Context: an optimization exercise on an open-source flow, tuned for small area. The choices shown serve that exercise and are no tape-out recipe.

==> flow/design.v (excerpt) <==
module Game520(clk, rst, row, r_col, g_col, led,
	btn1_i, btn2_i, btn3_i, ready_i, start_i, btn6_i, btn7_i, btn8_i,
	DIG, Y, lcd_en, lcd_rw, lcd_rs, lcd_data, speaker);
Size in the first run: about 880 cells after synthesis, about 70 I/O pins, ~8000 um2 of cells after synthesis.
Settings: LEC_CHECK=0, CAP_MARGIN=20, CORE_MARGIN=2, CORE_UTILIZATION=65, PLACE_DENSITY=0.75, SLEW_MARGIN=20; clock period 10.0 ns.
standard.sh (not shown) runs the stock make flow with config.mk's settings and CLKGATE_MAP_FILE= SYNTH_SCRIPT=/design/flow/synth_recipe.tcl, a recipe that flattens the netlist after the stock synthesis.
==> flow/flow/run.sh <==
#!/bin/bash
# Layout flow: the standard synthesis, then the combinational logic
# between the registers is mapped again with a stronger ABC script (the
# registers, their names and cell types are kept as the standard synthesis
# made them), then the standard layout from floorplan to finish.
# Each tool's output goes to a log file of its own in this folder.
set -euo pipefail
work=$(pwd)
res=$work/orfs/results/$FLOW_PLATFORM/Game520/base
yosys_bin=$FLOW_HOME/../tools/install/yosys/bin/yosys
lib=$FLOW_HOME/platforms/$FLOW_PLATFORM/lib/sky130_fd_sc_hd__tt_025C_1v80.lib

# 1. standard synthesis
bash standard.sh "$res/1_2_yosys.v" > "$work/flow_1_synth.log" 2>&1
cp "$res/1_2_yosys.v" "$work/standard_1_2_yosys.v"

# 2. map the combinational logic again
dontuse=$(grep -o -- "-dont_use [A-Za-z0-9_]*" "$work/orfs/logs/$FLOW_PLATFORM/Game520/base/1_2_yosys.log" | sort -u | tr '\n' ' ')
abc_script=$(tr -d '\n' < "$work/flow/abc.script" | sed 's/[&#]/\\&/g')
sed -e "s#@LIB@#$lib#g" -e "s#@NET@#$work/standard_1_2_yosys.v#g" \
    -e "s#@OUT@#$res/1_2_yosys.v#g" -e "s#@MID@#$work/resynth_mid.v#g" -e "s#@TOP@#$FLOW_TOP#g" \
    -e "s#@DONTUSE@#$dontuse#g" -e "s#@ABC@#$abc_script#g" \
    "$work/flow/resynth.ys" > "$work/resynth.ys"
"$yosys_bin" -s "$work/resynth.ys" > "$work/flow_2_resynth.log" 2>&1

# 3. standard layout on the new netlist, with the ports buffered by the
# smallest buffer and a clock tree of smaller buffers (flow/layout.args)
mapfile -t layout_args < <(grep -v '^#' "$work/flow/layout.args" | grep .)
bash standard.sh "${layout_args[@]}" finish > "$work/flow_3_layout.log" 2>&1
test -f "$work/out/final.def"
==> flow/flow/abc.script <==
strash;&get,-n;&deepsyn,-T,60;&put;strash;dch;map,-a;&get,-n;&dch;&nf,-R,1000;&put
Other scripts of this flow, unchanged in this note and not shown: flow/flow/layout.args, flow/flow/resynth.ys
The starting point completed without violations.
Change:
--- a/flow/flow/run.sh
+++ b/flow/flow/run.sh
@@ -16,10 +16,28 @@
 
-# 2. map the combinational logic again
+# 2. map the combinational logic again: ABC's deepsyn is randomised, so it
+# runs with several seeds at once (flow/abc.script, @SEED@) and the
+# smallest netlist is kept
 dontuse=$(grep -o -- "-dont_use [A-Za-z0-9_]*" "$work/orfs/logs/$FLOW_PLATFORM/Game520/base/1_2_yosys.log" | sort -u | tr '\n' ' ')
-abc_script=$(tr -d '\n' < "$work/flow/abc.script" | sed 's/[&#]/\\&/g')
-sed -e "s#@LIB@#$lib#g" -e "s#@NET@#$work/standard_1_2_yosys.v#g" \
-    -e "s#@OUT@#$res/1_2_yosys.v#g" -e "s#@MID@#$work/resynth_mid.v#g" -e "s#@TOP@#$FLOW_TOP#g" \
-    -e "s#@DONTUSE@#$dontuse#g" -e "s#@ABC@#$abc_script#g" \
-    "$work/flow/resynth.ys" > "$work/resynth.ys"
-"$yosys_bin" -s "$work/resynth.ys" > "$work/flow_2_resynth.log" 2>&1
+best=""
+best_area=""
+for seed in 1 2 3 4; do
+  abc_script=$(tr -d '\n' < "$work/flow/abc.script" | sed -e "s/@SEED@/$seed/g" -e 's/[&#]/\\&/g')
+  sed -e "s#@LIB@#$lib#g" -e "s#@NET@#$work/standard_1_2_yosys.v#g" \
+      -e "s#@OUT@#$work/resynth_$seed.v#g" -e "s#@MID@#$work/resynth_mid_$seed.v#g" -e "s#@TOP@#$FLOW_TOP#g" \
+      -e "s#@DONTUSE@#$dontuse#g" -e "s#@ABC@#$abc_script#g" \
+      "$work/flow/resynth.ys" > "$work/resynth_$seed.ys"
+  "$yosys_bin" -s "$work/resynth_$seed.ys" > "$work/flow_2_resynth_$seed.log" 2>&1 &
+done
+wait
+for seed in 1 2 3 4; do
+  area=$(grep "Chip area" "$work/flow_2_resynth_$seed.log" | tail -1 | awk '{print $NF}')
+  echo "seed $seed: $area" >> "$work/flow_2_resynth_pick.log"
+  if [[ -n "$area" ]] && { [[ -z "$best_area" ]] || awk -v a="$area" -v b="$best_area" 'BEGIN { exit !(a < b) }'; }; then
+    best=$seed
+    best_area=$area
+  fi
+done
+echo "kept seed $best" >> "$work/flow_2_resynth_pick.log"
+test -n "$best"
+cp "$work/resynth_$best.v" "$res/1_2_yosys.v"
 
==> flow/flow/abc.script (replaced) <==
strash;&get,-n;&deepsyn,-T,60,-S,@SEED@;&put;strash;dch;amap,-m,-F,20,-A,20,-C,1000
Result: Hold slack gets worse by 15 ps. First-iteration DRC count came out lower by about 13%. Cell area came out lower by 2.5%. Count of clock-buffer cells in the layout does not change.
Function was not checked in any run of this note: the RTL went through the layout flow alone.

-- what the ideal ports hide --
Ports are ideal in the flow. The routed layouts listed here were re-timed in OpenROAD. Step 1 assumes that a clkbuf_16 drives the clock port and a buf_2 every other input. Step 2 also shifts input and output timing later by t, the mid clock arrival at the registers, as if the neighbouring blocks saw the same clock. Three values: ideal ports, drivers, drivers and shift; two values: the first two.
run | shift t [ns] | setup slack, ns | worst setup path after step 2
the first run | 0.482 | 2.813 / 2.776 / 3.258 | register to output
the second run | 0.475 | 3.632 / 3.596 / 4.070 | register to output
After both steps every run listed still meets setup and hold.
